Background: an optimization exercise with open tools, aiming at small area and a short achievable clock period. Do not read the settings as production practice. At most, simulation tests tie the RTL to the original design; equivalence was not proved. Only the layout flow was run in run 1; the RTL was not checked for function there.

$ cat flow/design.v
module DOUBLY_PIPELINE(clk,xi,yi,r,ang,xf,yf);
input signed [15:0] xi,yi;
input clk;
output signed [15:0] r,ang;
output signed [15:0] xf,yf;
reg signed [15:6] xr, yr;   
reg signed [15:0] a2,a3,a4,a5,a6,a7,a8;
reg signed [15:0] b2,b3,b4,b5,b6,b7;
reg        t2;
reg [1:0]  t3;
reg [2:0]  t4;
reg [3:0]  t5;
reg [4:0]  t6;
reg [5:0]  t7;
reg [5:0]  t8;
reg signed [15:0] x2,x3,x4,x5,x6,x7,x8;
reg signed [15:0] y2,y3,y4,y5,y6,y7,y8;
reg signed [15:0] r_q, xf_q, yf_q;
reg [13:0] ang_q;
reg svn2, svn3, svn4, svn5, svn6;         
reg dxn1, dxn2, dxn3, dxn4, dxn5, dxn6;   
wire [15:0] sc_r, sc_x, sc_y;
scale16 u_sr(.v(a8), .q(sc_r));
scale16 u_sx(.v(x8), .q(sc_x));
scale16 u_sy(.v(y8), .q(sc_y));
wire signed [15:0] a1, b1;
wire c_a1, c_b1;
wire [5:0] a1lo_n, b1lo_n; wire ca_n, cb_n;
add6_skl u_a1lo(.a(xi[5:0]), .b(yi[5:0]), .cin(1'b0), .s(a1lo_n), .cout(ca_n));
add6_skl u_b1lo(.a(yi[5:0]), .b(~xi[5:0]), .cin(1'b1), .s(b1lo_n), .cout(cb_n));
reg [5:0] a1lo, b1lo; reg ca, cb;
wire [9:0] a1hi, b1hi;
add10_skl u_a1hi(.a(xr[15:6]), .b(yr[15:6]), .cin(ca), .s(a1hi), .cout(c_a1));
add10_skl u_b1hi(.a(yr[15:6]), .b(~xr[15:6]), .cin(cb), .s(b1hi), .cout(c_b1));
assign a1 = {a1hi, a1lo};
assign b1 = {b1hi, b1lo};
wire signed [15:0] sh_a2 = b1 >>> 1;
wire [15:0] n_a2; wire co_a2;
add_skl16 u_a2(.a(a1), .b(sh_a2 ^ {16{b1[15]}}), .cin(b1[15]), .s(n_a2), .cout(co_a2));
wire signed [15:0] sh_b2 = a1 >>> 1;
wire [15:0] n_b2; wire co_b2;
add_skl16 u_b2(.a(b1), .b(sh_b2 ^ {16{~b1[15]}}), .cin(~b1[15]), .s(n_b2), .cout(co_b2));
wire signed [15:0] sh_x2 = b1 >>> 1;
wire [15:0] n_x2; wire co_x2;
add_skl10 u_x2(.a(a1), .b(sh_x2 ^ {16{t3[0]}}), .cin(t3[0]), .s(n_x2), .cout(co_x2));
wire signed [15:0] sh_y2 = a1 >>> 1;
wire [15:0] n_y2; wire co_y2;
add_skl10 u_y2(.a(b1), .b(sh_y2 ^ {16{~t3[0]}}), .cin(~t3[0]), .s(n_y2), .cout(co_y2));
wire signed [15:0] sh_a3 = b2 >>> 2;
wire [15:0] n_a3; wire co_a3;
add_skl10 u_a3(.a(a2), .b(sh_a3 ^ {16{b2[15]}}), .cin(b2[15]), .s(n_a3), .cout(co_a3));
wire signed [15:0] sh_b3 = a2 >>> 2;
wire [15:0] n_b3; wire co_b3;
add_skl10 u_b3(.a(b2), .b(sh_b3 ^ {16{~b2[15]}}), .cin(~b2[15]), .s(n_b3), .cout(co_b3));
wire signed [15:0] sh_a4 = b3 >>> 3;
wire [15:0] n_a4; wire co_a4;
add_skl8 u_a4(.a(a3), .b(sh_a4 ^ {16{b3[15]}}), .cin(b3[15]), .s(n_a4), .cout(co_a4));
wire signed [15:0] sh_b4 = a3 >>> 3;
wire [15:0] n_b4; wire co_b4;
add_skl10 u_b4(.a(b3), .b(sh_b4 ^ {16{~b3[15]}}), .cin(~b3[15]), .s(n_b4), .cout(co_b4));
wire signed [15:0] sh_a5 = b4 >>> 4;
wire [15:0] n_a5; wire co_a5;
add_skl8 u_a5(.a(a4), .b(sh_a5 ^ {16{b4[15]}}), .cin(b4[15]), .s(n_a5), .cout(co_a5));
wire signed [15:0] sh_b5 = a4 >>> 4;
wire [15:0] n_b5; wire co_b5;
add_skl10 u_b5(.a(b4), .b(sh_b5 ^ {16{~b4[15]}}), .cin(~b4[15]), .s(n_b5), .cout(co_b5));
wire signed [15:0] sh_a6 = b5 >>> 5;
wire [15:0] n_a6; wire co_a6;
add_skl8 u_a6(.a(a5), .b(sh_a6 ^ {16{b5[15]}}), .cin(b5[15]), .s(n_a6), .cout(co_a6));
wire signed [15:0] sh_b6 = a5 >>> 5;
wire [15:0] n_b6; wire co_b6;
add_skl10 u_b6(.a(b5), .b(sh_b6 ^ {16{~b5[15]}}), .cin(~b5[15]), .s(n_b6), .cout(co_b6));
wire signed [15:0] sh_a7 = b6 >>> 6;
wire [15:0] n_a7; wire co_a7;
add_skl8 u_a7(.a(a6), .b(sh_a7 ^ {16{b6[15]}}), .cin(b6[15]), .s(n_a7), .cout(co_a7));
wire signed [15:0] sh_b7 = a6 >>> 6;
wire [15:0] n_b7; wire co_b7;
add_skl10 u_b7(.a(b6), .b(sh_b7 ^ {16{~b6[15]}}), .cin(~b6[15]), .s(n_b7), .cout(co_b7));
wire signed [15:0] sh_a8 = b7 >>> 7;
wire [15:0] n_a8; wire co_a8;
add_skl8 u_a8(.a(a7), .b(sh_a8 ^ {16{b7[15]}}), .cin(b7[15]), .s(n_a8), .cout(co_a8));
wire signed [15:0] sh_x3 = y2 >>> 2;
wire [15:0] n_x3; wire co_x3;
add_skl10 u_x3(.a(x2), .b(sh_x3 ^ {16{t4[1]}}), .cin(t4[1]), .s(n_x3), .cout(co_x3));
wire signed [15:0] sh_y3 = x2 >>> 2;
wire [15:0] n_y3; wire co_y3;
add_skl10 u_y3(.a(y2), .b(sh_y3 ^ {16{~t4[1]}}), .cin(~t4[1]), .s(n_y3), .cout(co_y3));
wire signed [15:0] sh_x4 = y3 >>> 3;
wire [15:0] n_x4; wire co_x4;
add_skl10 u_x4(.a(x3), .b(sh_x4 ^ {16{t5[2]}}), .cin(t5[2]), .s(n_x4), .cout(co_x4));
wire signed [15:0] sh_y4 = x3 >>> 3;
wire [15:0] n_y4; wire co_y4;
add_skl10 u_y4(.a(y3), .b(sh_y4 ^ {16{~t5[2]}}), .cin(~t5[2]), .s(n_y4), .cout(co_y4));
wire signed [15:0] sh_x5 = y4 >>> 4;
wire [15:0] n_x5; wire co_x5;
add_skl10 u_x5(.a(x4), .b(sh_x5 ^ {16{t6[3]}}), .cin(t6[3]), .s(n_x5), .cout(co_x5));
wire signed [15:0] sh_y5 = x4 >>> 4;
wire [15:0] n_y5; wire co_y5;
add_skl10 u_y5(.a(y4), .b(sh_y5 ^ {16{~t6[3]}}), .cin(~t6[3]), .s(n_y5), .cout(co_y5));
wire signed [15:0] sh_x6 = y5 >>> 5;
wire [15:0] n_x6; wire co_x6;
add_skl10 u_x6(.a(x5), .b(sh_x6 ^ {16{t7[4]}}), .cin(t7[4]), .s(n_x6), .cout(co_x6));
wire signed [15:0] sh_y6 = x5 >>> 5;
wire [15:0] n_y6; wire co_y6;
add_skl10 u_y6(.a(y5), .b(sh_y6 ^ {16{~t7[4]}}), .cin(~t7[4]), .s(n_y6), .cout(co_y6));
wire signed [15:0] sh_x7 = y6 >>> 6;
wire [15:0] n_x7; wire co_x7;
add_skl10 u_x7(.a(x6), .b(sh_x7 ^ {16{t8[5]}}), .cin(t8[5]), .s(n_x7), .cout(co_x7));
wire signed [15:0] sh_y7 = x6 >>> 6;
wire [15:0] n_y7; wire co_y7;
add_skl10 u_y7(.a(y6), .b(sh_y7 ^ {16{~t8[5]}}), .cin(~t8[5]), .s(n_y7), .cout(co_y7));
wire signed [15:0] sh_x8 = y7 >>> 7;
wire [15:0] n_x8; wire co_x8;
add_skl8 u_x8(.a(x7), .b(sh_x8 ^ {16{1'b1}}), .cin(1'b1), .s(n_x8), .cout(co_x8));
wire signed [15:0] sh_y8 = x7 >>> 7;
wire [15:0] n_y8; wire co_y8;
add_skl8 u_y8(.a(y7), .b(sh_y8 ^ {16{1'b0}}), .cin(1'b0), .s(n_y8), .cout(co_y8));
wire [13:0] ang_half = 14'd4928 - (t8[0] ? 14'd2657 : 14'd0) - (t8[1] ? 14'd1404 : 14'd0)
                     - (t8[2] ? 14'd713 : 14'd0) - (t8[3] ? 14'd358 : 14'd0)
                     - (t8[4] ? 14'd179 : 14'd0) - (t8[5] ? 14'd89 : 14'd0);
always @(posedge clk) begin
  xr <= xi[15:6];
  yr <= yi[15:6];
  a1lo <= a1lo_n; b1lo <= b1lo_n; ca <= ca_n; cb <= cb_n;
  a2 <= n_a2; b2 <= n_b2;
  a3 <= n_a3; b3 <= n_b3;
  a4 <= n_a4; b4 <= n_b4;
  a5 <= n_a5; b5 <= n_b5;
  a6 <= n_a6; b6 <= n_b6;
  a7 <= n_a7; b7 <= n_b7;
  a8 <= n_a8;
  t2 <= b1[15];
  t3 <= {b2[15], t2};
  t4 <= {b3[15], t3};
  t5 <= {b4[15], t4};
  t6 <= {b5[15], t5};
  t7 <= {b6[15], t6};
  t8 <= t7;
  x2 <= n_x2; y2 <= n_y2;
  x3 <= n_x3; y3 <= n_y3;
  x4 <= n_x4; y4 <= n_y4;
  x5 <= n_x5; y5 <= n_y5;
  x6 <= n_x6; y6 <= n_y6;
  x7 <= n_x7; y7 <= n_y7;
  x8 <= n_x8; y8 <= n_y8;
  r_q   <= sc_r;
  xf_q  <= sc_x;
  yf_q  <= sc_y;
  ang_q <= ang_half;
end
assign r = r_q;
assign xf = xf_q;
assign yf = yf_q;
assign ang = {ang_q[13], ang_q, 1'b0};
endmodule
module add10_skl(input [9:0] a, b, input cin, output [9:0] s, output cout);
wire [9:0] p = a ^ b; wire [9:0] g = a & b;
wire gg0 = g[0] | (p[0] & cin);
wire gg1 = g[2] | (p[2] & g[1]); wire pp1 = p[2] & p[1];
wire gg2 = g[4] | (p[4] & g[3]); wire pp2 = p[4] & p[3];
wire gg3 = g[6] | (p[6] & g[5]); wire pp3 = p[6] & p[5];
wire gg4 = g[8] | (p[8] & g[7]); wire pp4 = p[8] & p[7];
wire gg5 = g[1] | (p[1] & gg0);
wire gg6 = gg1 | (pp1 & gg0);
wire gg7 = g[5] | (p[5] & gg2); wire pp7 = p[5] & pp2;
wire gg8 = gg3 | (pp3 & gg2); wire pp8 = pp3 & pp2;
wire gg9 = g[9] | (p[9] & gg4); wire pp9 = p[9] & pp4;
wire gg10 = g[3] | (p[3] & gg6);
wire gg11 = gg2 | (pp2 & gg6);
wire gg12 = gg7 | (pp7 & gg6);
wire gg13 = gg8 | (pp8 & gg6);
wire gg14 = g[7] | (p[7] & gg13);
wire gg15 = gg4 | (pp4 & gg13);
wire gg16 = gg9 | (pp9 & gg13);
assign s[0] = p[0] ^ cin;
assign s[1] = p[1] ^ gg0;
assign s[2] = p[2] ^ gg5;
assign s[3] = p[3] ^ gg6;
assign s[4] = p[4] ^ gg10;
assign s[5] = p[5] ^ gg11;
assign s[6] = p[6] ^ gg12;
assign s[7] = p[7] ^ gg13;
assign s[8] = p[8] ^ gg14;
assign s[9] = p[9] ^ gg15;
assign cout = gg16;
endmodule
module add6_skl(input [5:0] a, b, input cin, output [5:0] s, output cout);
wire [5:0] p = a ^ b; wire [5:0] g = a & b;
wire gg0 = g[0] | (p[0] & cin);
wire gg1 = g[2] | (p[2] & g[1]); wire pp1 = p[2] & p[1];
wire gg2 = g[4] | (p[4] & g[3]); wire pp2 = p[4] & p[3];
wire gg3 = g[1] | (p[1] & gg0);
wire gg4 = gg1 | (pp1 & gg0);
wire gg5 = g[5] | (p[5] & gg2); wire pp5 = p[5] & pp2;
wire gg6 = g[3] | (p[3] & gg4);
wire gg7 = gg2 | (pp2 & gg4);
wire gg8 = gg5 | (pp5 & gg4);
assign s[0] = p[0] ^ cin;
assign s[1] = p[1] ^ gg0;
assign s[2] = p[2] ^ gg3;
assign s[3] = p[3] ^ gg4;
assign s[4] = p[4] ^ gg6;
assign s[5] = p[5] ^ gg7;
assign cout = gg8;
endmodule
module add_skl10(input [15:0] a, b, input cin, output [15:0] s, output cout);
wire [15:0] p = a ^ b; wire [15:0] g = a & b;
wire gg0 = g[0] | (p[0] & cin);
wire gg1 = g[2] | (p[2] & g[1]); wire pp1 = p[2] & p[1];
wire gg2 = g[4] | (p[4] & g[3]); wire pp2 = p[4] & p[3];
wire gg3 = g[6] | (p[6] & g[5]); wire pp3 = p[6] & p[5];
wire gg4 = g[8] | (p[8] & g[7]); wire pp4 = p[8] & p[7];
wire gg5 = g[1] | (p[1] & gg0);
wire gg6 = gg1 | (pp1 & gg0);
wire gg7 = g[5] | (p[5] & gg2); wire pp7 = p[5] & pp2;
wire gg8 = gg3 | (pp3 & gg2); wire pp8 = pp3 & pp2;
wire gg9 = g[9] | (p[9] & gg4); wire pp9 = p[9] & pp4;
wire gg10 = g[3] | (p[3] & gg6);
wire gg11 = gg2 | (pp2 & gg6);
wire gg12 = gg7 | (pp7 & gg6);
wire gg13 = gg8 | (pp8 & gg6);
wire gg14 = g[7] | (p[7] & gg13);
wire gg15 = gg4 | (pp4 & gg13);
wire gg16 = gg9 | (pp9 & gg13);
assign s[0] = p[0] ^ cin;
assign s[1] = p[1] ^ gg0;
assign s[2] = p[2] ^ gg5;
assign s[3] = p[3] ^ gg6;
assign s[4] = p[4] ^ gg10;
assign s[5] = p[5] ^ gg11;
assign s[6] = p[6] ^ gg12;
assign s[7] = p[7] ^ gg13;
assign s[8] = p[8] ^ gg14;
assign s[9] = p[9] ^ gg15;
wire [16:10] c; assign c[10] = gg16;
assign s[10] = a[10]^b[10]^c[10]; assign c[11] = (a[10]&b[10]) | (c[10]&(a[10]^b[10]));
assign s[11] = a[11]^b[11]^c[11]; assign c[12] = (a[11]&b[11]) | (c[11]&(a[11]^b[11]));
assign s[12] = a[12]^b[12]^c[12]; assign c[13] = (a[12]&b[12]) | (c[12]&(a[12]^b[12]));
assign s[13] = a[13]^b[13]^c[13]; assign c[14] = (a[13]&b[13]) | (c[13]&(a[13]^b[13]));
assign s[14] = a[14]^b[14]^c[14]; assign c[15] = (a[14]&b[14]) | (c[14]&(a[14]^b[14]));
assign s[15] = a[15]^b[15]^c[15]; assign c[16] = (a[15]&b[15]) | (c[15]&(a[15]^b[15]));
assign cout = c[16];
endmodule
module add_skl16(input [15:0] a, b, input cin, output [15:0] s, output cout);
wire [15:0] p = a ^ b; wire [15:0] g = a & b;
wire gg0 = g[0] | (p[0] & cin);
wire gg1 = g[2] | (p[2] & g[1]); wire pp1 = p[2] & p[1];
wire gg2 = g[4] | (p[4] & g[3]); wire pp2 = p[4] & p[3];
wire gg3 = g[6] | (p[6] & g[5]); wire pp3 = p[6] & p[5];
wire gg4 = g[8] | (p[8] & g[7]); wire pp4 = p[8] & p[7];
wire gg5 = g[10] | (p[10] & g[9]); wire pp5 = p[10] & p[9];
wire gg6 = g[12] | (p[12] & g[11]); wire pp6 = p[12] & p[11];
wire gg7 = g[14] | (p[14] & g[13]); wire pp7 = p[14] & p[13];
wire gg8 = g[1] | (p[1] & gg0);
wire gg9 = gg1 | (pp1 & gg0);
wire gg10 = g[5] | (p[5] & gg2); wire pp10 = p[5] & pp2;
wire gg11 = gg3 | (pp3 & gg2); wire pp11 = pp3 & pp2;
wire gg12 = g[9] | (p[9] & gg4); wire pp12 = p[9] & pp4;
wire gg13 = gg5 | (pp5 & gg4); wire pp13 = pp5 & pp4;
wire gg14 = g[13] | (p[13] & gg6); wire pp14 = p[13] & pp6;
wire gg15 = gg7 | (pp7 & gg6); wire pp15 = pp7 & pp6;
wire gg16 = g[3] | (p[3] & gg9);
wire gg17 = gg2 | (pp2 & gg9);
wire gg18 = gg10 | (pp10 & gg9);
wire gg19 = gg11 | (pp11 & gg9);
wire gg20 = g[11] | (p[11] & gg13); wire pp20 = p[11] & pp13;
wire gg21 = gg6 | (pp6 & gg13); wire pp21 = pp6 & pp13;
wire gg22 = gg14 | (pp14 & gg13); wire pp22 = pp14 & pp13;
wire gg23 = gg15 | (pp15 & gg13); wire pp23 = pp15 & pp13;
wire gg24 = g[7] | (p[7] & gg19);
wire gg25 = gg4 | (pp4 & gg19);
wire gg26 = gg12 | (pp12 & gg19);
wire gg27 = gg13 | (pp13 & gg19);
wire gg28 = gg20 | (pp20 & gg19);
wire gg29 = gg21 | (pp21 & gg19);
wire gg30 = gg22 | (pp22 & gg19);
wire gg31 = gg23 | (pp23 & gg19);
wire gg32 = g[15] | (p[15] & gg31);
assign s[0] = p[0] ^ cin;
assign s[1] = p[1] ^ gg0;
assign s[2] = p[2] ^ gg8;
assign s[3] = p[3] ^ gg9;
assign s[4] = p[4] ^ gg16;
assign s[5] = p[5] ^ gg17;
assign s[6] = p[6] ^ gg18;
assign s[7] = p[7] ^ gg19;
assign s[8] = p[8] ^ gg24;
assign s[9] = p[9] ^ gg25;
assign s[10] = p[10] ^ gg26;
assign s[11] = p[11] ^ gg27;
assign s[12] = p[12] ^ gg28;
assign s[13] = p[13] ^ gg29;
assign s[14] = p[14] ^ gg30;
assign s[15] = p[15] ^ gg31;
assign cout = gg32;
endmodule
module add_skl8(input [15:0] a, b, input cin, output [15:0] s, output cout);
wire [15:0] p = a ^ b; wire [15:0] g = a & b;
wire gg0 = g[0] | (p[0] & cin);
wire gg1 = g[2] | (p[2] & g[1]); wire pp1 = p[2] & p[1];
wire gg2 = g[4] | (p[4] & g[3]); wire pp2 = p[4] & p[3];
wire gg3 = g[6] | (p[6] & g[5]); wire pp3 = p[6] & p[5];
wire gg4 = g[1] | (p[1] & gg0);
wire gg5 = gg1 | (pp1 & gg0);
wire gg6 = g[5] | (p[5] & gg2); wire pp6 = p[5] & pp2;
wire gg7 = gg3 | (pp3 & gg2); wire pp7 = pp3 & pp2;
wire gg8 = g[3] | (p[3] & gg5);
wire gg9 = gg2 | (pp2 & gg5);
wire gg10 = gg6 | (pp6 & gg5);
wire gg11 = gg7 | (pp7 & gg5);
wire gg12 = g[7] | (p[7] & gg11);
assign s[0] = p[0] ^ cin;
assign s[1] = p[1] ^ gg0;
assign s[2] = p[2] ^ gg4;
assign s[3] = p[3] ^ gg5;
assign s[4] = p[4] ^ gg8;
assign s[5] = p[5] ^ gg9;
assign s[6] = p[6] ^ gg10;
assign s[7] = p[7] ^ gg11;
wire [16:8] c; assign c[8] = gg12;
assign s[8] = a[8]^b[8]^c[8]; assign c[9] = (a[8]&b[8]) | (c[8]&(a[8]^b[8]));
assign s[9] = a[9]^b[9]^c[9]; assign c[10] = (a[9]&b[9]) | (c[9]&(a[9]^b[9]));
assign s[10] = a[10]^b[10]^c[10]; assign c[11] = (a[10]&b[10]) | (c[10]&(a[10]^b[10]));
assign s[11] = a[11]^b[11]^c[11]; assign c[12] = (a[11]&b[11]) | (c[11]&(a[11]^b[11]));
assign s[12] = a[12]^b[12]^c[12]; assign c[13] = (a[12]&b[12]) | (c[12]&(a[12]^b[12]));
assign s[13] = a[13]^b[13]^c[13]; assign c[14] = (a[13]&b[13]) | (c[13]&(a[13]^b[13]));
assign s[14] = a[14]^b[14]^c[14]; assign c[15] = (a[14]&b[14]) | (c[14]&(a[14]^b[14]));
assign s[15] = a[15]^b[15]^c[15]; assign c[16] = (a[15]&b[15]) | (c[15]&(a[15]^b[15]));
assign cout = c[16];
endmodule
module scale16(input [15:0] v, output [15:0] q);
wire [15:0] nv = ~v;
wire fs0 = v[13] ^ v[7]; wire fc0 = v[13] & v[7];
wire fs1 = v[14] ^ v[8] ^ v[5]; wire fc1 = (v[14] & v[8]) | (v[14] & v[5]) | (v[8] & v[5]);
wire fs2 = nv[12] ^ nv[10]; wire fc2 = nv[12] & nv[10];
wire fs3 = v[9] ^ v[6] ^ nv[15]; wire fc3 = (v[9] & v[6]) | (v[9] & nv[15]) | (v[6] & nv[15]);
wire fs4 = v[13] ^ v[11] ^ v[3]; wire fc4 = (v[13] & v[11]) | (v[13] & v[3]) | (v[11] & v[3]);
wire fs5 = v[10] ^ v[7] ^ nv[14]; wire fc5 = (v[10] & v[7]) | (v[10] & nv[14]) | (v[7] & nv[14]);
wire fs6 = nv[12] ^ nv[4]; wire fc6 = nv[12] & nv[4];
wire fs7 = v[15] ^ v[11] ^ v[8]; wire fc7 = (v[15] & v[11]) | (v[15] & v[8]) | (v[11] & v[8]);
wire fs8 = v[13] ^ v[5] ^ v[3]; wire fc8 = (v[13] & v[5]) | (v[13] & v[3]) | (v[5] & v[3]);
wire fs9 = v[12] ^ v[9] ^ nv[14]; wire fc9 = (v[12] & v[9]) | (v[12] & nv[14]) | (v[9] & nv[14]);
wire fs10 = nv[6] ^ nv[4]; wire fc10 = nv[6] & nv[4];
wire fs11 = v[15] ^ v[13] ^ v[10]; wire fc11 = (v[15] & v[13]) | (v[15] & v[10]) | (v[13] & v[10]);
wire fs12 = v[14] ^ v[11] ^ v[0]; wire fc12 = (v[14] & v[11]) | (v[14] & v[0]) | (v[11] & v[0]);
wire fs13 = v[12] ^ v[1]; wire fc13 = v[12] & v[1];
wire fs14 = v[13] ^ v[2] ^ v[0]; wire fc14 = (v[13] & v[2]) | (v[13] & v[0]) | (v[2] & v[0]);
wire fs15 = v[14] ^ v[3] ^ v[1]; wire fc15 = (v[14] & v[3]) | (v[14] & v[1]) | (v[3] & v[1]);
wire fs16 = v[15] ^ nv[11]; wire fc16 = v[15] & nv[11];
wire fs17 = v[4] ^ v[2] ^ nv[15]; wire fc17 = (v[4] & v[2]) | (v[4] & nv[15]) | (v[2] & nv[15]);
wire fs18 = v[5] ^ v[3]; wire fc18 = v[5] & v[3];
wire fs19 = v[6] ^ v[4]; wire fc19 = v[6] & v[4];
wire fs20 = v[11] ^ v[5] ^ v[2]; wire fc20 = (v[11] & v[5]) | (v[11] & v[2]) | (v[5] & v[2]);
wire fs21 = v[12] ^ v[6] ^ v[3]; wire fc21 = (v[12] & v[6]) | (v[12] & v[3]) | (v[6] & v[3]);
wire fs22 = nv[10] ^ nv[8]; wire fc22 = nv[10] & nv[8];
wire fs23 = fs0 ^ v[4] ^ nv[11]; wire fc23 = (fs0 & v[4]) | (fs0 & nv[11]) | (v[4] & nv[11]);
wire fs24 = v[9] ^ v[1] ^ v[15]; wire fc24 = (v[9] & v[1]) | (v[9] & v[15]) | (v[1] & v[15]);
wire fs25 = fc0 ^ fs1 ^ fs2; wire fc25 = (fc0 & fs1) | (fc0 & fs2) | (fs1 & fs2);
wire fs26 = v[2] ^ v[0] ^ ~1'b1; wire fc26 = (v[2] & v[0]) | (v[2] & ~1'b1) | (v[0] & ~1'b1);
wire fs27 = fc1 ^ fc2 ^ fs3; wire fc27 = (fc1 & fc2) | (fc1 & fs3) | (fc2 & fs3);
wire fs28 = fs4 ^ v[1] ^ ~1'b1; wire fc28 = (fs4 & v[1]) | (fs4 & ~1'b1) | (v[1] & ~1'b1);
wire fs29 = fc3 ^ fs5 ^ fs6; wire fc29 = (fc3 & fs5) | (fc3 & fs6) | (fs5 & fs6);
wire fs30 = fc4 ^ v[2] ^ ~1'b1; wire fc30 = (fc4 & v[2]) | (fc4 & ~1'b1) | (v[2] & ~1'b1);
wire fs31 = fc5 ^ fc6 ^ fs7; wire fc31 = (fc5 & fc6) | (fc5 & fs7) | (fc6 & fs7);
wire fs32 = fs8 ^ v[0] ^ ~1'b1; wire fc32 = (fs8 & v[0]) | (fs8 & ~1'b1) | (v[0] & ~1'b1);
wire fs33 = fc7 ^ fs9 ^ fs10; wire fc33 = (fc7 & fs9) | (fc7 & fs10) | (fs9 & fs10);
wire fs34 = fc8 ^ v[1] ^ ~1'b1; wire fc34 = (fc8 & v[1]) | (fc8 & ~1'b1) | (v[1] & ~1'b1);
wire fs35 = fc9 ^ fc10 ^ fs11; wire fc35 = (fc9 & fc10) | (fc9 & fs11) | (fc10 & fs11);
wire fs36 = v[7] ^ v[5] ^ v[2]; wire fc36 = (v[7] & v[5]) | (v[7] & v[2]) | (v[5] & v[2]);
wire fs37 = fc11 ^ fs12 ^ nv[8]; wire fc37 = (fc11 & fs12) | (fc11 & nv[8]) | (fs12 & nv[8]);
wire fs38 = v[6] ^ v[3] ^ ~1'b1; wire fc38 = (v[6] & v[3]) | (v[6] & ~1'b1) | (v[3] & ~1'b1);
wire fs39 = fc12 ^ fs13 ^ nv[15]; wire fc39 = (fc12 & fs13) | (fc12 & nv[15]) | (fs13 & nv[15]);
wire fs40 = v[9] ^ v[7] ^ v[4]; wire fc40 = (v[9] & v[7]) | (v[9] & v[4]) | (v[7] & v[4]);
wire fs41 = fc13 ^ fs14 ^ nv[10]; wire fc41 = (fc13 & fs14) | (fc13 & nv[10]) | (fs14 & nv[10]);
wire fs42 = v[8] ^ v[5] ^ ~1'b1; wire fc42 = (v[8] & v[5]) | (v[8] & ~1'b1) | (v[5] & ~1'b1);
wire fs43 = fc14 ^ fs15 ^ fs16; wire fc43 = (fc14 & fs15) | (fc14 & fs16) | (fs15 & fs16);
wire fs44 = v[9] ^ v[6] ^ ~1'b1; wire fc44 = (v[9] & v[6]) | (v[9] & ~1'b1) | (v[6] & ~1'b1);
wire fs45 = fc15 ^ fc16 ^ fs17; wire fc45 = (fc15 & fc16) | (fc15 & fs17) | (fc16 & fs17);
wire fs46 = v[12] ^ v[10] ^ v[7]; wire fc46 = (v[12] & v[10]) | (v[12] & v[7]) | (v[10] & v[7]);
wire fs47 = fc17 ^ fs18 ^ nv[13]; wire fc47 = (fc17 & fs18) | (fc17 & nv[13]) | (fs18 & nv[13]);
wire fs48 = v[11] ^ v[8] ^ ~1'b1; wire fc48 = (v[11] & v[8]) | (v[11] & ~1'b1) | (v[8] & ~1'b1);
wire fs49 = fc18 ^ fs19 ^ nv[14]; wire fc49 = (fc18 & fs19) | (fc18 & nv[14]) | (fs19 & nv[14]);
wire fs50 = v[12] ^ v[9] ^ ~1'b1; wire fc50 = (v[12] & v[9]) | (v[12] & ~1'b1) | (v[9] & ~1'b1);
wire fs51 = fc19 ^ v[15] ^ v[7]; wire fc51 = (fc19 & v[15]) | (fc19 & v[7]) | (v[15] & v[7]);
wire fs52 = nv[5] ^ v[13] ^ v[10]; wire fc52 = (nv[5] & v[13]) | (nv[5] & v[10]) | (v[13] & v[10]);
wire fs53 = v[8] ^ v[6] ^ nv[14]; wire fc53 = (v[8] & v[6]) | (v[8] & nv[14]) | (v[6] & nv[14]);
wire fs54 = nv[11] ^ 1'b1; wire fc54 = nv[11] & 1'b1;
wire fs55 = v[15] ^ v[9] ^ v[7]; wire fc55 = (v[15] & v[9]) | (v[15] & v[7]) | (v[9] & v[7]);
wire fs56 = v[10] ^ v[8]; wire fc56 = v[10] & v[8];
wire fs57 = v[11] ^ v[9]; wire fc57 = v[11] & v[9];
wire fs58 = fs20 ^ nv[9]; wire fc58 = fs20 & nv[9];
wire fs59 = fc20 ^ fs21 ^ fs22; wire fc59 = (fc20 & fs21) | (fc20 & fs22) | (fs21 & fs22);
wire fs60 = fc21 ^ fc22 ^ fs23; wire fc60 = (fc21 & fc22) | (fc21 & fs23) | (fc22 & fs23);
wire fs61 = fc23 ^ fs25 ^ ~fc24; wire fc61 = (fc23 & fs25) | (fc23 & ~fc24) | (fs25 & ~fc24);
wire fs62 = fc25 ^ fs27 ^ ~fc26; wire fc62 = (fc25 & fs27) | (fc25 & ~fc26) | (fs27 & ~fc26);
wire fs63 = fc27 ^ fs29 ^ ~fc28; wire fc63 = (fc27 & fs29) | (fc27 & ~fc28) | (fs29 & ~fc28);
wire fs64 = fc29 ^ fs31 ^ ~fc30; wire fc64 = (fc29 & fs31) | (fc29 & ~fc30) | (fs31 & ~fc30);
wire fs65 = fc31 ^ fs33 ^ ~fc32; wire fc65 = (fc31 & fs33) | (fc31 & ~fc32) | (fs33 & ~fc32);
wire fs66 = fc33 ^ fs35 ^ ~fc34; wire fc66 = (fc33 & fs35) | (fc33 & ~fc34) | (fs35 & ~fc34);
wire fs67 = fc35 ^ fs37 ^ ~fc36; wire fc67 = (fc35 & fs37) | (fc35 & ~fc36) | (fs37 & ~fc36);
wire fs68 = fc37 ^ fs39 ^ ~fc38; wire fc68 = (fc37 & fs39) | (fc37 & ~fc38) | (fs39 & ~fc38);
wire fs69 = fc39 ^ fs41 ^ ~fc40; wire fc69 = (fc39 & fs41) | (fc39 & ~fc40) | (fs41 & ~fc40);
wire fs70 = fc41 ^ fs43 ^ ~fc42; wire fc70 = (fc41 & fs43) | (fc41 & ~fc42) | (fs43 & ~fc42);
wire fs71 = fc43 ^ fs45 ^ ~fc44; wire fc71 = (fc43 & fs45) | (fc43 & ~fc44) | (fs45 & ~fc44);
wire fs72 = fc45 ^ fs47 ^ ~fc46; wire fc72 = (fc45 & fs47) | (fc45 & ~fc46) | (fs47 & ~fc46);
wire fs73 = fc47 ^ fs49 ^ ~fc48; wire fc73 = (fc47 & fs49) | (fc47 & ~fc48) | (fs49 & ~fc48);
wire fs74 = fc49 ^ fs51 ^ ~fc50; wire fc74 = (fc49 & fs51) | (fc49 & ~fc50) | (fs51 & ~fc50);
wire fs75 = fc51 ^ fs53 ^ fs54; wire fc75 = (fc51 & fs53) | (fc51 & fs54) | (fs53 & fs54);
wire fs76 = fc53 ^ fc54 ^ fs55; wire fc76 = (fc53 & fc54) | (fc53 & fs55) | (fc54 & fs55);
wire fs77 = fc55 ^ fs56 ^ nv[13]; wire fc77 = (fc55 & fs56) | (fc55 & nv[13]) | (fs56 & nv[13]);
wire fs78 = fc56 ^ fs57 ^ nv[14]; wire fc78 = (fc56 & fs57) | (fc56 & nv[14]) | (fs57 & nv[14]);
wire fs79 = fc57 ^ v[15] ^ v[12]; wire fc79 = (fc57 & v[15]) | (fc57 & v[12]) | (v[15] & v[12]);
wire fs80 = v[13] ^ v[11]; wire fc80 = v[13] & v[11];
wire fs81 = v[14] ^ v[12]; wire fc81 = v[14] & v[12];
wire fs82 = fs58 ^ nv[7]; wire fc82 = fs58 & nv[7];
wire fs83 = fc58 ^ fs59 ^ nv[0]; wire fc83 = (fc58 & fs59) | (fc58 & nv[0]) | (fs59 & nv[0]);
wire fs84 = fc59 ^ fs60 ^ ~fs24; wire fc84 = (fc59 & fs60) | (fc59 & ~fs24) | (fs60 & ~fs24);
wire fs85 = fc60 ^ fs61 ^ ~fs26; wire fc85 = (fc60 & fs61) | (fc60 & ~fs26) | (fs61 & ~fs26);
wire fs86 = fc61 ^ fs62 ^ ~fs28; wire fc86 = (fc61 & fs62) | (fc61 & ~fs28) | (fs62 & ~fs28);
wire fs87 = fc62 ^ fs63 ^ ~fs30; wire fc87 = (fc62 & fs63) | (fc62 & ~fs30) | (fs63 & ~fs30);
wire fs88 = fc63 ^ fs64 ^ ~fs32; wire fc88 = (fc63 & fs64) | (fc63 & ~fs32) | (fs64 & ~fs32);
wire fs89 = fc64 ^ fs65 ^ ~fs34; wire fc89 = (fc64 & fs65) | (fc64 & ~fs34) | (fs65 & ~fs34);
wire fs90 = fc65 ^ fs66 ^ ~fs36; wire fc90 = (fc65 & fs66) | (fc65 & ~fs36) | (fs66 & ~fs36);
wire fs91 = fc66 ^ fs67 ^ ~fs38; wire fc91 = (fc66 & fs67) | (fc66 & ~fs38) | (fs67 & ~fs38);
wire fs92 = fc67 ^ fs68 ^ ~fs40; wire fc92 = (fc67 & fs68) | (fc67 & ~fs40) | (fs68 & ~fs40);
wire fs93 = fc68 ^ fs69 ^ ~fs42; wire fc93 = (fc68 & fs69) | (fc68 & ~fs42) | (fs69 & ~fs42);
wire fs94 = fc69 ^ fs70 ^ ~fs44; wire fc94 = (fc69 & fs70) | (fc69 & ~fs44) | (fs70 & ~fs44);
wire fs95 = fc70 ^ fs71 ^ ~fs46; wire fc95 = (fc70 & fs71) | (fc70 & ~fs46) | (fs71 & ~fs46);
wire fs96 = fc71 ^ fs72 ^ ~fs48; wire fc96 = (fc71 & fs72) | (fc71 & ~fs48) | (fs72 & ~fs48);
wire fs97 = fc72 ^ fs73 ^ ~fs50; wire fc97 = (fc72 & fs73) | (fc72 & ~fs50) | (fs73 & ~fs50);
wire fs98 = fc73 ^ fs74 ^ ~fs52; wire fc98 = (fc73 & fs74) | (fc73 & ~fs52) | (fs74 & ~fs52);
wire fs99 = fc74 ^ fs75 ^ ~fc52; wire fc99 = (fc74 & fs75) | (fc74 & ~fc52) | (fs75 & ~fc52);
wire fs100 = fc75 ^ fs76 ^ nv[12]; wire fc100 = (fc75 & fs76) | (fc75 & nv[12]) | (fs76 & nv[12]);
wire fs101 = fc76 ^ fs77 ^ 1'b1; wire fc101 = (fc76 & fs77) | (fc76 & 1'b1) | (fs77 & 1'b1);
wire fs102 = fc77 ^ fs78 ^ 1'b1; wire fc102 = (fc77 & fs78) | (fc77 & 1'b1) | (fs78 & 1'b1);
wire fs103 = fc78 ^ fs79 ^ v[10]; wire fc103 = (fc78 & fs79) | (fc78 & v[10]) | (fs79 & v[10]);
wire fs104 = fc79 ^ fs80 ^ 1'b1; wire fc104 = (fc79 & fs80) | (fc79 & 1'b1) | (fs80 & 1'b1);
wire fs105 = fc80 ^ fs81 ^ 1'b1; wire fc105 = (fc80 & fs81) | (fc80 & 1'b1) | (fs81 & 1'b1);
wire fs106 = fc81 ^ v[13] ^ nv[15]; wire fc106 = (fc81 & v[13]) | (fc81 & nv[15]) | (v[13] & nv[15]);
wire fs107 = v[14] ^ 1'b1; wire fc107 = v[14] & 1'b1;
wire [27:0] ra = {1'b1, fc107, fc106, fc105, fc104, fc103, fc102, fc101, fc100, fc99, fc98, fc97, fc96, fc95, fc94, fc93, fc92, fc91, fc90, fc89, fc88, fc87, fc86, fc85, fc84, fc83, fc82, fs82};
wire [27:0] rb = {1'b0, nv[15], fs107, fs106, fs105, fs104, fs103, fs102, fs101, fs100, fs99, fs98, fs97, fs96, fs95, fs94, fs93, fs92, fs91, fs90, fs89, fs88, fs87, fs86, fs85, fs84, fs83, 1'b1};
wire [27:0] rs; wire rco;
scale16_fin u_fin(.a(ra), .b(rb), .cin(1'b0), .s(rs), .cout(rco));
assign q = rs[27:12];
endmodule
module scale16_fin(input [27:0] a, b, input cin, output [27:0] s, output cout);
wire [27:0] p = a ^ b; wire [27:0] g = a & b;
wire gg0 = g[0] | (p[0] & cin);
wire gg1 = g[2] | (p[2] & g[1]); wire pp1 = p[2] & p[1];
wire gg2 = g[4] | (p[4] & g[3]); wire pp2 = p[4] & p[3];
wire gg3 = g[6] | (p[6] & g[5]); wire pp3 = p[6] & p[5];
wire gg4 = g[8] | (p[8] & g[7]); wire pp4 = p[8] & p[7];
wire gg5 = g[10] | (p[10] & g[9]); wire pp5 = p[10] & p[9];
wire gg6 = g[12] | (p[12] & g[11]); wire pp6 = p[12] & p[11];
wire gg7 = g[14] | (p[14] & g[13]); wire pp7 = p[14] & p[13];
wire gg8 = g[16] | (p[16] & g[15]); wire pp8 = p[16] & p[15];
wire gg9 = g[18] | (p[18] & g[17]); wire pp9 = p[18] & p[17];
wire gg10 = g[20] | (p[20] & g[19]); wire pp10 = p[20] & p[19];
wire gg11 = g[22] | (p[22] & g[21]); wire pp11 = p[22] & p[21];
wire gg12 = g[24] | (p[24] & g[23]); wire pp12 = p[24] & p[23];
wire gg13 = g[26] | (p[26] & g[25]); wire pp13 = p[26] & p[25];
wire gg14 = g[1] | (p[1] & gg0);
wire gg15 = gg1 | (pp1 & gg0);
wire gg16 = g[5] | (p[5] & gg2); wire pp16 = p[5] & pp2;
wire gg17 = gg3 | (pp3 & gg2); wire pp17 = pp3 & pp2;
wire gg18 = g[9] | (p[9] & gg4); wire pp18 = p[9] & pp4;
wire gg19 = gg5 | (pp5 & gg4); wire pp19 = pp5 & pp4;
wire gg20 = g[13] | (p[13] & gg6); wire pp20 = p[13] & pp6;
wire gg21 = gg7 | (pp7 & gg6); wire pp21 = pp7 & pp6;
wire gg22 = g[17] | (p[17] & gg8); wire pp22 = p[17] & pp8;
wire gg23 = gg9 | (pp9 & gg8); wire pp23 = pp9 & pp8;
wire gg24 = g[21] | (p[21] & gg10); wire pp24 = p[21] & pp10;
wire gg25 = gg11 | (pp11 & gg10); wire pp25 = pp11 & pp10;
wire gg26 = g[25] | (p[25] & gg12); wire pp26 = p[25] & pp12;
wire gg27 = gg13 | (pp13 & gg12); wire pp27 = pp13 & pp12;
wire gg28 = g[3] | (p[3] & gg15);
wire gg29 = gg2 | (pp2 & gg15);
wire gg30 = gg16 | (pp16 & gg15);
wire gg31 = gg17 | (pp17 & gg15);
wire gg32 = g[11] | (p[11] & gg19); wire pp32 = p[11] & pp19;
wire gg33 = gg6 | (pp6 & gg19); wire pp33 = pp6 & pp19;
wire gg34 = gg20 | (pp20 & gg19); wire pp34 = pp20 & pp19;
wire gg35 = gg21 | (pp21 & gg19); wire pp35 = pp21 & pp19;
wire gg36 = g[19] | (p[19] & gg23); wire pp36 = p[19] & pp23;
wire gg37 = gg10 | (pp10 & gg23); wire pp37 = pp10 & pp23;
wire gg38 = gg24 | (pp24 & gg23); wire pp38 = pp24 & pp23;
wire gg39 = gg25 | (pp25 & gg23); wire pp39 = pp25 & pp23;
wire gg40 = g[27] | (p[27] & gg27); wire pp40 = p[27] & pp27;
wire gg41 = g[7] | (p[7] & gg31);
wire gg42 = gg4 | (pp4 & gg31);
wire gg43 = gg18 | (pp18 & gg31);
wire gg44 = gg19 | (pp19 & gg31);
wire gg45 = gg32 | (pp32 & gg31);
wire gg46 = gg33 | (pp33 & gg31);
wire gg47 = gg34 | (pp34 & gg31);
wire gg48 = gg35 | (pp35 & gg31);
wire gg49 = g[23] | (p[23] & gg39); wire pp49 = p[23] & pp39;
wire gg50 = gg12 | (pp12 & gg39); wire pp50 = pp12 & pp39;
wire gg51 = gg26 | (pp26 & gg39); wire pp51 = pp26 & pp39;
wire gg52 = gg27 | (pp27 & gg39); wire pp52 = pp27 & pp39;
wire gg53 = gg40 | (pp40 & gg39); wire pp53 = pp40 & pp39;
wire gg54 = g[15] | (p[15] & gg48);
wire gg55 = gg8 | (pp8 & gg48);
wire gg56 = gg22 | (pp22 & gg48);
wire gg57 = gg23 | (pp23 & gg48);
wire gg58 = gg36 | (pp36 & gg48);
wire gg59 = gg37 | (pp37 & gg48);
wire gg60 = gg38 | (pp38 & gg48);
wire gg61 = gg39 | (pp39 & gg48);
wire gg62 = gg49 | (pp49 & gg48);
wire gg63 = gg50 | (pp50 & gg48);
wire gg64 = gg51 | (pp51 & gg48);
wire gg65 = gg52 | (pp52 & gg48);
wire gg66 = gg53 | (pp53 & gg48);
assign s[0] = p[0] ^ cin;
assign s[1] = p[1] ^ gg0;
assign s[2] = p[2] ^ gg14;
assign s[3] = p[3] ^ gg15;
assign s[4] = p[4] ^ gg28;
assign s[5] = p[5] ^ gg29;
assign s[6] = p[6] ^ gg30;
assign s[7] = p[7] ^ gg31;
assign s[8] = p[8] ^ gg41;
assign s[9] = p[9] ^ gg42;
assign s[10] = p[10] ^ gg43;
assign s[11] = p[11] ^ gg44;
assign s[12] = p[12] ^ gg45;
assign s[13] = p[13] ^ gg46;
assign s[14] = p[14] ^ gg47;
assign s[15] = p[15] ^ gg48;
assign s[16] = p[16] ^ gg54;
assign s[17] = p[17] ^ gg55;
assign s[18] = p[18] ^ gg56;
assign s[19] = p[19] ^ gg57;
assign s[20] = p[20] ^ gg58;
assign s[21] = p[21] ^ gg59;
assign s[22] = p[22] ^ gg60;
assign s[23] = p[23] ^ gg61;
assign s[24] = p[24] ^ gg62;
assign s[25] = p[25] ^ gg63;
assign s[26] = p[26] ^ gg64;
assign s[27] = p[27] ^ gg65;
assign cout = gg66;
endmodule
$ cat flow/flow/run.sh
#!/bin/bash
set -euo pipefail
export BUFFER_PORTS_ARGS="-buffer_cell sky130_fd_sc_hd__buf_2"
export SETUP_SLACK_MARGIN=16.5
bash standard.sh > standard_flow.log 2>&1
$ cat flow/config.mk
export PLATFORM = sky130hd
export DESIGN_NAME = DOUBLY_PIPELINE
export DESIGN_NICKNAME = DOUBLY_PIPELINE
export VERILOG_FILES = /design/flow/design.v
export SDC_FILE = /design/flow/constraint.sdc
export NUM_CORES = 4
export LEC_CHECK = 0
export CAP_MARGIN = 20
export CORE_MARGIN = 2
export CORE_UTILIZATION = 40
export CTS_CLUSTER_DIAMETER = 200
export CTS_CLUSTER_SIZE = 25
export SLEW_MARGIN = 20
$ cat flow/constraint.sdc
create_clock -name core_clock -period 22.0 [get_ports {clk}]
set_input_delay 4.4000 -clock core_clock [delete_from_list [all_inputs] [get_ports {clk}]]
set_output_delay 4.4000 -clock core_clock [all_outputs]
set_load 0.01 [all_outputs]
$ cat flow/standard.sh
#!/bin/bash
# synth_recipe.tcl (not shown) runs the flow's synth.tcl, then flattens the netlist and writes it again
# the make line also repeats each setting of config.mk as NAME=value (left out here)
make -C /OpenROAD-flow-scripts/flow DESIGN_CONFIG=/design/flow/config.mk WORK_HOME=/design/flow/orfs CLKGATE_MAP_FILE= SYNTH_SCRIPT=/design/flow/synth_recipe.tcl "${@:-finish}"
==> results of run 1 <==
-- Yosys cell counts (4+ instances only) --
cell                         n
sky130_fd_sc_hd__fa_1      446
sky130_fd_sc_hd__a31o_2      8
sky130_fd_sc_hd__nor3_1     19
sky130_fd_sc_hd__a211oi_1    5
sky130_fd_sc_hd__a21oi_1    99
sky130_fd_sc_hd__inv_1     852
sky130_fd_sc_hd__a21oi_2    21
sky130_fd_sc_hd__or2_2       5
sky130_fd_sc_hd__nand4_1     7
sky130_fd_sc_hd__and2_1     12
sky130_fd_sc_hd__o21ba_2    11
sky130_fd_sc_hd__buf_2      10
sky130_fd_sc_hd__buf_4       5
sky130_fd_sc_hd__o21a_1     17
sky130_fd_sc_hd__ha_1      496
sky130_fd_sc_hd__a31oi_1     7
sky130_fd_sc_hd__o21ai_1     6
sky130_fd_sc_hd__nor2b_1    18
sky130_fd_sc_hd__o21bai_1   42
sky130_fd_sc_hd__and3_1      5
sky130_fd_sc_hd__nand2b_1   27
sky130_fd_sc_hd__xor2_1    241
sky130_fd_sc_hd__o21ai_0    33
sky130_fd_sc_hd__dfxtp_1   545
sky130_fd_sc_hd__a21o_1     94
sky130_fd_sc_hd__nand2_1    34
sky130_fd_sc_hd__nor2_1     78
sky130_fd_sc_hd__buf_1      15
sky130_fd_sc_hd__or3_1       4
sky130_fd_sc_hd__nand3_1    11
sky130_fd_sc_hd__a31o_1      9
sky130_fd_sc_hd__mux2_2     11
sky130_fd_sc_hd__clkbuf_1    7
sky130_fd_sc_hd__xnor2_1   293
-- path summary, 6_finish.rpt --
| check | from | endpoint | slack (ns) |
|---|---|---|---|
| max | yf_q[10] | yf[10] | 16.50 |
| min | t5[3] | t6[3] | 0.33 |
| max reg2reg | y7[8] | x8[15] | 16.79 |
| min reg2reg | t5[3] | t6[3] | 0.33 |
-- through the flow --
| step | worst slack [ns] | hold slack, ns |
|---|---|---|
| 3_5_place_dp | 16.15 | 0.312 |
| 2_1_floorplan | 16.48 | 0.310 |
| 4_1_cts | 16.44 | 0.336 |
| 3_3_place_gp | 16.16 | 0.312 |
| 6_report | 16.50 | 0.334 |
| 5_1_grt | 16.42 | 0.348 |
-- kinds of logic after synthesis --
kind of cell / Yosys count / share of synthesized area
fa+ha+maj: 942 / 0.398
mux: 14 / 0.00405
flops: 545 / 0.287
other cells: 1 / 0.0000986
compound gates: 379 / 0.0706
xor+xnor: 534 / 0.123
simple gates: 224 / 0.0288
buf+inv: 892 / 0.0890
-- worst reg2reg max path, delay by kind of cell, from the launching register on --
kind	cells	cell delay (ns)
AO/OA/AOI/OAI	5	0.63
AND/OR/NAND/NOR	2	0.33
XOR/XNOR	1	0.14
flip-flops	1	0.41
adder cells (fa/ha/maj)	9	3.47
buffers and inverters	1	0.11
-- layout make-up --
type / count / area, um^2
Fill cell: 9095 / 53700
Multi-Input combinational cell: 2094 / 23800
Sequential cell: 545 / 10900
Inverter: 854 / 3220
Tap cell: 1265 / 1580
Timing Repair Buffer: 108 / 677
Clock buffer: 26 / 629
Clock inverter: 2 / 38.8
-- timing repair --
| action | in CTS | in global routing |
|---|---|---|
| cloned | 0 | 0 |
| pin swaps | 0 | 0 |
| setup endpoints to repair | 33 | 49 |
| gates resized for setup | 23 | 22 |
| buffers inserted | 0 | 0 |
-- routing by layer --
metal / vias to the layer above / wire (um) / GRT usage
li1: 10900 / - / -
met1: 9900 / 29600 / 0.177
met2: 177 / 32100 / 0.252
met3: 68 / 1360 / 0.0121
met4: 0 / 1290 / 0.0310
met5: - / 0 / 0
==> impl_metrics.env, run 1 <==
export IMPL_globalRouteTotalUtil=0.138
export IMPL_synth_area_top_cells="sky130_fd_sc_hd__dfxtp_1, sky130_fd_sc_hd__fa_1, sky130_fd_sc_hd__ha_1"
export IMPL_grt_setup_unrepaired="yes"
export IMPL_postRouteAntennaNets=0
export IMPL_timing_critical_path_max_delay_family="flip-flops"
export IMPL_fp_dieH_um=312
export IMPL_run_status="complete, no violations"
export IMPL_worst_ep_required_time_ns=17.60
export IMPL_standard_cell_row_count=113
export IMPL_layout_nets=4603
export IMPL_drive_above_1_share=0.0653
export IMPL_via_count=21100
export IMPL_place_detailed_hpwl_um=55100
export IMPL_core_area_um2=94600
export IMPL_post_synth_top_area_fraction=0.287
export IMPL_timing_setup_critical_path_class="flop to primary output"
export IMPL_die_x_um=312
export IMPL_cpMaxStageDelayCell="sky130_fd_sc_hd__dfxtp_4"
export IMPL_synth_net_count=4506
export IMPL_layout_cells_non_filler=4894
export IMPL_synthCells=3531
export IMPL_wl_per_cell_um=13.1
export IMPL_clk_root_buffer_cell="sky130_fd_sc_hd__clkbuf_16"
export IMPL_syn_cell_area_um2=38000
export IMPL_async_flop_share=0
export IMPL_ys_seq_area_frac=0.287
export IMPL_drc=0
export IMPL_ctsHoldBuffers=0
export IMPL_cts_tree="built"
export IMPL_average_cell_area_after_synthesis_um2=10.8
export IMPL_grt_pass1_wl_um=111000
export IMPL_clkSinkCount=545
export IMPL_fmax_mhz=182
export IMPL_synth_edff_count=0
export IMPL_post_drt_via_cell_ratio=4.31
export IMPL_max_transition_viols_final=0
export IMPL_ios=97
export IMPL_final_setup_skew_ns=0.0347
export IMPL_end_kind="primary output"
export IMPL_grt_max_degree=31
export IMPL_finalSetupTns_ns=0
export IMPL_mostFrequentLayoutCells="sky130_fd_sc_hd__inv_1, sky130_fd_sc_hd__dfxtp_1, sky130_fd_sc_hd__ha_1, sky130_fd_sc_hd__fa_1, sky130_fd_sc_hd__xnor2_1"
export IMPL_die_area_um2=97600
export IMPL_crit_chain="buf_6"
export IMPL_worst_path_stages=1
export IMPL_detail_route_iter0_violations=541
export IMPL_timing_critical_path_from_type="flop"
export IMPL_kind_of_path_behind_the_tightest_hold_check="flop to flop"
export IMPL_postPlaceCellArea_um2=40100
export IMPL_place_port_buffers=95
export IMPL_synth_main_ff_cell="sky130_fd_sc_hd__dfxtp_1"
export IMPL_globalplace_congestion=0.871
export IMPL_r2r_worst_path_cells=18
export IMPL_firstDrtPassIters=4
export IMPL_slew_headroom=0.464
export IMPL_starting_density_of_the_core=0.402
export IMPL_insertion_delay_ns=0.61
export IMPL_grt_antenna_before_repair=0
export IMPL_timing_critical_path_arrival_ns=1.10
export IMPL_netlist_cell_type_count=61
export IMPL_drt_total_wl_um=64400
export IMPL_slowest_delay_ns=0.38
export IMPL_timing_worst_slew_pin_value_ns=0.798
export IMPL_place_detailed_instances=4866
export IMPL_globalRoute_totalOverflow=0
export IMPL_final_util=0.432
export IMPL_path_max_fanout=1
export IMPL_clockBufferDepth=3
export IMPL_clock_pin_slew_on_the_worst_setup_and_hold_paths_ns=0.11
export IMPL_finalCriticalPeriod_ns=5.50
export IMPL_cts_max_level=1
export IMPL_ratio_of_final_minimum_period_to_clock_period=0.250
export IMPL_numCtsBuffers=25
export IMPL_setup_violations_final=0
export IMPL_design_area_um2=40900
export IMPL_worst_hold_path_num_cells=0
export IMPL_layout_cells_most_common="sky130_fd_sc_hd__inv_1"
export IMPL_postSynthRegisterBits=545
export IMPL_first_global_vias=22900
export IMPL_synth_warning_count=1
export IMPL_timing_max_cap_violations=0
export IMPL_syn2layout_area_growth_pct=7.47
export IMPL_finalHoldViolCount=0
export IMPL_synth_top_area_cell="sky130_fd_sc_hd__dfxtp_1"
export IMPL_antenna_cells_inserted=0
export IMPL_crit_buf_inv=1
==> inputs of run 2 (changes only) <==
--- a/flow/design.v
+++ b/flow/design.v
@@ -42,10 +42,10 @@
 add_skl16 u_b2(.a(b1), .b(sh_b2 ^ {16{~b1[15]}}), .cin(~b1[15]), .s(n_b2), .cout(co_b2));
 wire signed [15:0] sh_x2 = b1 >>> 1;
 wire [15:0] n_x2; wire co_x2;
-add_skl10 u_x2(.a(a1), .b(sh_x2 ^ {16{t3[0]}}), .cin(t3[0]), .s(n_x2), .cout(co_x2));
+add_skl12 u_x2(.a(a1), .b(sh_x2 ^ {16{t3[0]}}), .cin(t3[0]), .s(n_x2), .cout(co_x2));
 wire signed [15:0] sh_y2 = a1 >>> 1;
 wire [15:0] n_y2; wire co_y2;
-add_skl10 u_y2(.a(b1), .b(sh_y2 ^ {16{~t3[0]}}), .cin(~t3[0]), .s(n_y2), .cout(co_y2));
+add_skl12 u_y2(.a(b1), .b(sh_y2 ^ {16{~t3[0]}}), .cin(~t3[0]), .s(n_y2), .cout(co_y2));
 wire signed [15:0] sh_a3 = b2 >>> 2;
 wire [15:0] n_a3; wire co_a3;
 add_skl10 u_a3(.a(a2), .b(sh_a3 ^ {16{b2[15]}}), .cin(b2[15]), .s(n_a3), .cout(co_a3));
@@ -238,6 +238,49 @@
 assign s[12] = a[12]^b[12]^c[12]; assign c[13] = (a[12]&b[12]) | (c[12]&(a[12]^b[12]));
 assign s[13] = a[13]^b[13]^c[13]; assign c[14] = (a[13]&b[13]) | (c[13]&(a[13]^b[13]));
 assign s[14] = a[14]^b[14]^c[14]; assign c[15] = (a[14]&b[14]) | (c[14]&(a[14]^b[14]));
+assign s[15] = a[15]^b[15]^c[15]; assign c[16] = (a[15]&b[15]) | (c[15]&(a[15]^b[15]));
+assign cout = c[16];
+endmodule
+module add_skl12(input [15:0] a, b, input cin, output [15:0] s, output cout);
+wire [15:0] p = a ^ b; wire [15:0] g = a & b;
+wire gg0 = g[0] | (p[0] & cin);
+wire gg1 = g[2] | (p[2] & g[1]); wire pp1 = p[2] & p[1];
+wire gg2 = g[4] | (p[4] & g[3]); wire pp2 = p[4] & p[3];
+wire gg3 = g[6] | (p[6] & g[5]); wire pp3 = p[6] & p[5];
+wire gg4 = g[8] | (p[8] & g[7]); wire pp4 = p[8] & p[7];
+wire gg5 = g[10] | (p[10] & g[9]); wire pp5 = p[10] & p[9];
+wire gg6 = g[1] | (p[1] & gg0);
+wire gg7 = gg1 | (pp1 & gg0);
+wire gg8 = g[5] | (p[5] & gg2); wire pp8 = p[5] & pp2;
+wire gg9 = gg3 | (pp3 & gg2); wire pp9 = pp3 & pp2;
+wire gg10 = g[9] | (p[9] & gg4); wire pp10 = p[9] & pp4;
+wire gg11 = gg5 | (pp5 & gg4); wire pp11 = pp5 & pp4;
+wire gg12 = g[3] | (p[3] & gg7);
+wire gg13 = gg2 | (pp2 & gg7);
+wire gg14 = gg8 | (pp8 & gg7);
+wire gg15 = gg9 | (pp9 & gg7);
+wire gg16 = g[11] | (p[11] & gg11); wire pp16 = p[11] & pp11;
+wire gg17 = g[7] | (p[7] & gg15);
+wire gg18 = gg4 | (pp4 & gg15);
+wire gg19 = gg10 | (pp10 & gg15);
+wire gg20 = gg11 | (pp11 & gg15);
+wire gg21 = gg16 | (pp16 & gg15);
+assign s[0] = p[0] ^ cin;
+assign s[1] = p[1] ^ gg0;
+assign s[2] = p[2] ^ gg6;
+assign s[3] = p[3] ^ gg7;
+assign s[4] = p[4] ^ gg12;
+assign s[5] = p[5] ^ gg13;
+assign s[6] = p[6] ^ gg14;
+assign s[7] = p[7] ^ gg15;
+assign s[8] = p[8] ^ gg17;
+assign s[9] = p[9] ^ gg18;
+assign s[10] = p[10] ^ gg19;
+assign s[11] = p[11] ^ gg20;
+wire [16:12] c; assign c[12] = gg21;
+assign s[12] = a[12]^b[12]^c[12]; assign c[13] = (a[12]&b[12]) | (c[12]&(a[12]^b[12]));
+assign s[13] = a[13]^b[13]^c[13]; assign c[14] = (a[13]&b[13]) | (c[13]&(a[13]^b[13]));
+assign s[14] = a[14]^b[14]^c[14]; assign c[15] = (a[14]&b[14]) | (c[14]&(a[14]^b[14]));
 assign s[15] = a[15]^b[15]^c[15]; assign c[16] = (a[15]&b[15]) | (c[15]&(a[15]^b[15]));
 assign cout = c[16];
 endmodule
==> run 2 against run 1 <==
Effect of this change: still clean on timing, DRC and antenna; non-clock buffer count grew 4; register-to-register slack improved by 0.05 ns; clock skew is 0.0030 ns higher; synthesized cell count is 2.9% lower; design area down 1.2%; clock-buffer cell count is 1 lower; routed wire length is 1.5% lower; area after synthesis shrank 1.3%; fmax increased by 0.67%; sequential share of layout area rose by 0.35 points; critical endpoint is now yf[0].
==> impl_metrics.env, run 2 <==
export IMPL_mostFrequentLayoutCells="sky130_fd_sc_hd__inv_1, sky130_fd_sc_hd__dfxtp_1, sky130_fd_sc_hd__ha_1, sky130_fd_sc_hd__fa_1, sky130_fd_sc_hd__xnor2_1"
export IMPL_clk_root_buffer_cell="sky130_fd_sc_hd__clkbuf_16"
export IMPL_ios=97
export IMPL_timing_critical_path_arrival_ns=1.06
export IMPL_drive_above_1_share=0.0683
export IMPL_synth_area_top_cells="sky130_fd_sc_hd__dfxtp_1, sky130_fd_sc_hd__fa_1, sky130_fd_sc_hd__ha_1"
export IMPL_crit_chain="buf_6"
export IMPL_standard_cell_row_count=112
export IMPL_finalCriticalPeriod_ns=5.46
export IMPL_timing_setup_critical_path_class="flop to primary output"
export IMPL_layout_nets=4503
export IMPL_fp_dieH_um=310
export IMPL_timing_worst_slew_pin_value_ns=0.743
export IMPL_layout_cells_most_common="sky130_fd_sc_hd__inv_1"
export IMPL_grt_antenna_before_repair=1
export IMPL_synth_edff_count=0
export IMPL_timing_critical_path_from_type="flop"
export IMPL_global_route_usage_met2=0.242
export IMPL_timing_critical_path_max_delay_family="flip-flops"
export IMPL_postSynthRegisterBits=545
export IMPL_numCtsBuffers=25
export IMPL_max_transition_viols_final=0
export IMPL_globalRoute_totalOverflow=0
export IMPL_kind_of_path_behind_the_tightest_hold_check="flop to flop"
export IMPL_die_area_um2=96300
export IMPL_final_setup_skew_ns=0.0377
export IMPL_fillCellCount=8891
export IMPL_run_status="complete, no violations"
export IMPL_synthCells=3427
export IMPL_clockBufferDepth=3
export IMPL_ctsHoldBuffers=0
export IMPL_grt_util_met1=0.180
export IMPL_busiest_layer="met2"
export IMPL_synth_common_cells="sky130_fd_sc_hd__inv_1, sky130_fd_sc_hd__dfxtp_1, sky130_fd_sc_hd__ha_1"
export IMPL_end_kind="primary output"
export IMPL_place_port_buffers=95
export IMPL_drc=0
export IMPL_groute_layer_met3_usage=0.0138
export IMPL_globalplace_congestion=0.872
export IMPL_syn2layout_area_growth_pct=7.64
export IMPL_via_count=20600
export IMPL_insertion_delay_ns=0.61
export IMPL_grt_pass1_wl_um=108000
export IMPL_timing_max_cap_violations=0
export IMPL_async_flop_share=0
export IMPL_post_drt_via_cell_ratio=4.30
export IMPL_finalHoldViolCount=0
export IMPL_synth_top_area_cell="sky130_fd_sc_hd__dfxtp_1"
export IMPL_grt_max_degree=30
export IMPL_crit_buf_inv=1
export IMPL_synth_main_ff_cell="sky130_fd_sc_hd__dfxtp_1"
export IMPL_synth_net_count=4402
export IMPL_slew_headroom=0.501
export IMPL_syn_cell_area_um2=37500
export IMPL_core_area_um2=93200
export IMPL_synth_warning_count=1
export IMPL_cts_max_level=1
export IMPL_globalRouteTotalUtil=0.138
export IMPL_post_synth_top_area_fraction=0.291
export IMPL_wl_per_cell_um=13.3
export IMPL_starting_density_of_the_core=0.403
export IMPL_antenna_cells_inserted=0
export IMPL_cts_tree="built"
export IMPL_synthMostInstantiatedCell="sky130_fd_sc_hd__inv_1"
export IMPL_grt_setup_unrepaired="yes"
export IMPL_first_global_vias=21900
export IMPL_placement_setup_worst_slack_ns=15.93
export IMPL_worst_ep_required_time_ns=17.60
export IMPL_clock_pin_slew_on_the_worst_setup_and_hold_paths_ns=0.12
export IMPL_die_x_um=310
export IMPL_finalSetupTns_ns=0
export IMPL_slowest_delay_ns=0.34
export IMPL_post_route_worst_setup_slack_ns=16.54
export IMPL_detail_route_iter0_violations=594
export IMPL_place_detailed_hpwl_um=54100
export IMPL_ys_seq_area_frac=0.291
export IMPL_path_max_fanout=1
export IMPL_drt_total_wl_um=63400
export IMPL_cpMaxStageDelayCell="sky130_fd_sc_hd__dfxtp_2"
export IMPL_average_cell_area_after_synthesis_um2=11.0
export IMPL_netlist_cell_type_count=59
export IMPL_clkSinkCount=545
export IMPL_ratio_of_final_minimum_period_to_clock_period=0.248
export IMPL_setup_violations_final=0
export IMPL_fmax_mhz=183
export IMPL_postRouteAntennaNets=0
export IMPL_firstDrtPassIters=4
==> run 2: cell types whose count changed in the layout (fill, tap and decap cells not counted), sizes merged, moves of 5 or more <==
| cell | delta |
|---|---|
| inv | -101 |
| a21o | +19 |
| xor2 | +18 |
| o21bai | -14 |
| nor2 | -13 |
| xnor2 | -13 |
| nand2b | +11 |
| o21a | -6 |
| o21ai | -6 |
| nand2 | -5 |
==> run 2: final timing paths <==
| path | start | end | slack, ns | cells past startpoint |
|---|---|---|---|---|
| min | t4[2] | t5[2] | 0.32 | 0 |
| max reg2reg | x7[8] | y8[15] | 16.84 | 17 |
| min reg2reg | t4[2] | t5[2] | 0.32 | 0 |
| max | yf_q[0] | yf[0] | 16.54 | 1 |
==> run 2: stage by stage <==
step,cell area (um^2),hold slack [ns],std cells,utilization
final,40400,0.325,4782,0.434
after global placement,39600,0.311,4752,0.425
after CTS,40300,0.325,4779,0.432
after floorplan,37600,0.310,3427,-
after global routing,40400,0.335,4782,0.434
after detailed placement,39600,0.312,4752,0.425
==> run 2: final cells by class <==
type	instances	area, um^2	area share
Clock buffer	25	626	0.0155
Sequential cell	545	11000	0.271
Inverter	755	2860	0.0707
Timing Repair Buffer	112	691	0.0171
Clock inverter	2	16.3	0.000403
Tap cell	1254	1570	0.0388
Multi-Input combinational cell	2089	23700	0.586
==> run 2: kinds of logic (layout without fill, tap and decap cells) <==
group                    after synthesis  in the layout  synth area share
AO/OA/AOI/OAI                        371            371            0.0665
XOR/XNOR                             541            541             0.127
adder cells (fa/ha/maj)              942            942             0.402
buffers and inverters                793            894            0.0799
flip-flops                           545            545             0.291
multiplexers                          13             13           0.00383
other                                  1              1         0.0000999
AND/OR/NAND/NOR                      221            221            0.0297
==> run 2: timing repair <==
item,in CTS,in global routing
buffers inserted,0,3
endpoints found under the setup margin,21,43
gates resized for setup,19,45
pin swaps,0,1
==> run 2: per-layer routing <==
layer	routed length, um	up-vias
li1	-	10700
met1	29500	9575
met2	30500	202
met3	1720	75
met4	1690	2
met5	13	-

## separate check: timing with driven ports
The results above use ideal ports. As a check the final layouts listed here were re-extracted and re-timed, cells and wires unchanged. Step 1, drivers: a clkbuf_16 drives clk and a buf_2 each remaining input, both assumed. Step 2 moves the port delays by t, midway between the first and last clock arrival at a register: inputs arrive t later, outputs are due t later. That takes back most of the time a late clock gives input paths. Slacks: ideal ports / drivers / drivers and shift; pairs: ideal ports / drivers.
| run | t (ns) | slack for setup (ns) | latest minus earliest clock arrival (ns) | worst slew at a driven data input, ns |
|---|---|---|---|---|
| run 1 | 0.655 | 16.504 / 16.442 / 16.158 | 0.038 / 0.038 | 0.03 |
| run 2 | 0.656 | 16.540 / 16.479 / 16.144 | 0.042 / 0.042 | 0.03 |
After both steps every run listed still meets setup and hold. For run 2, which loses most, drivers alone change the setup slack by -0.061 ns; drivers and shift together by -0.396 ns.
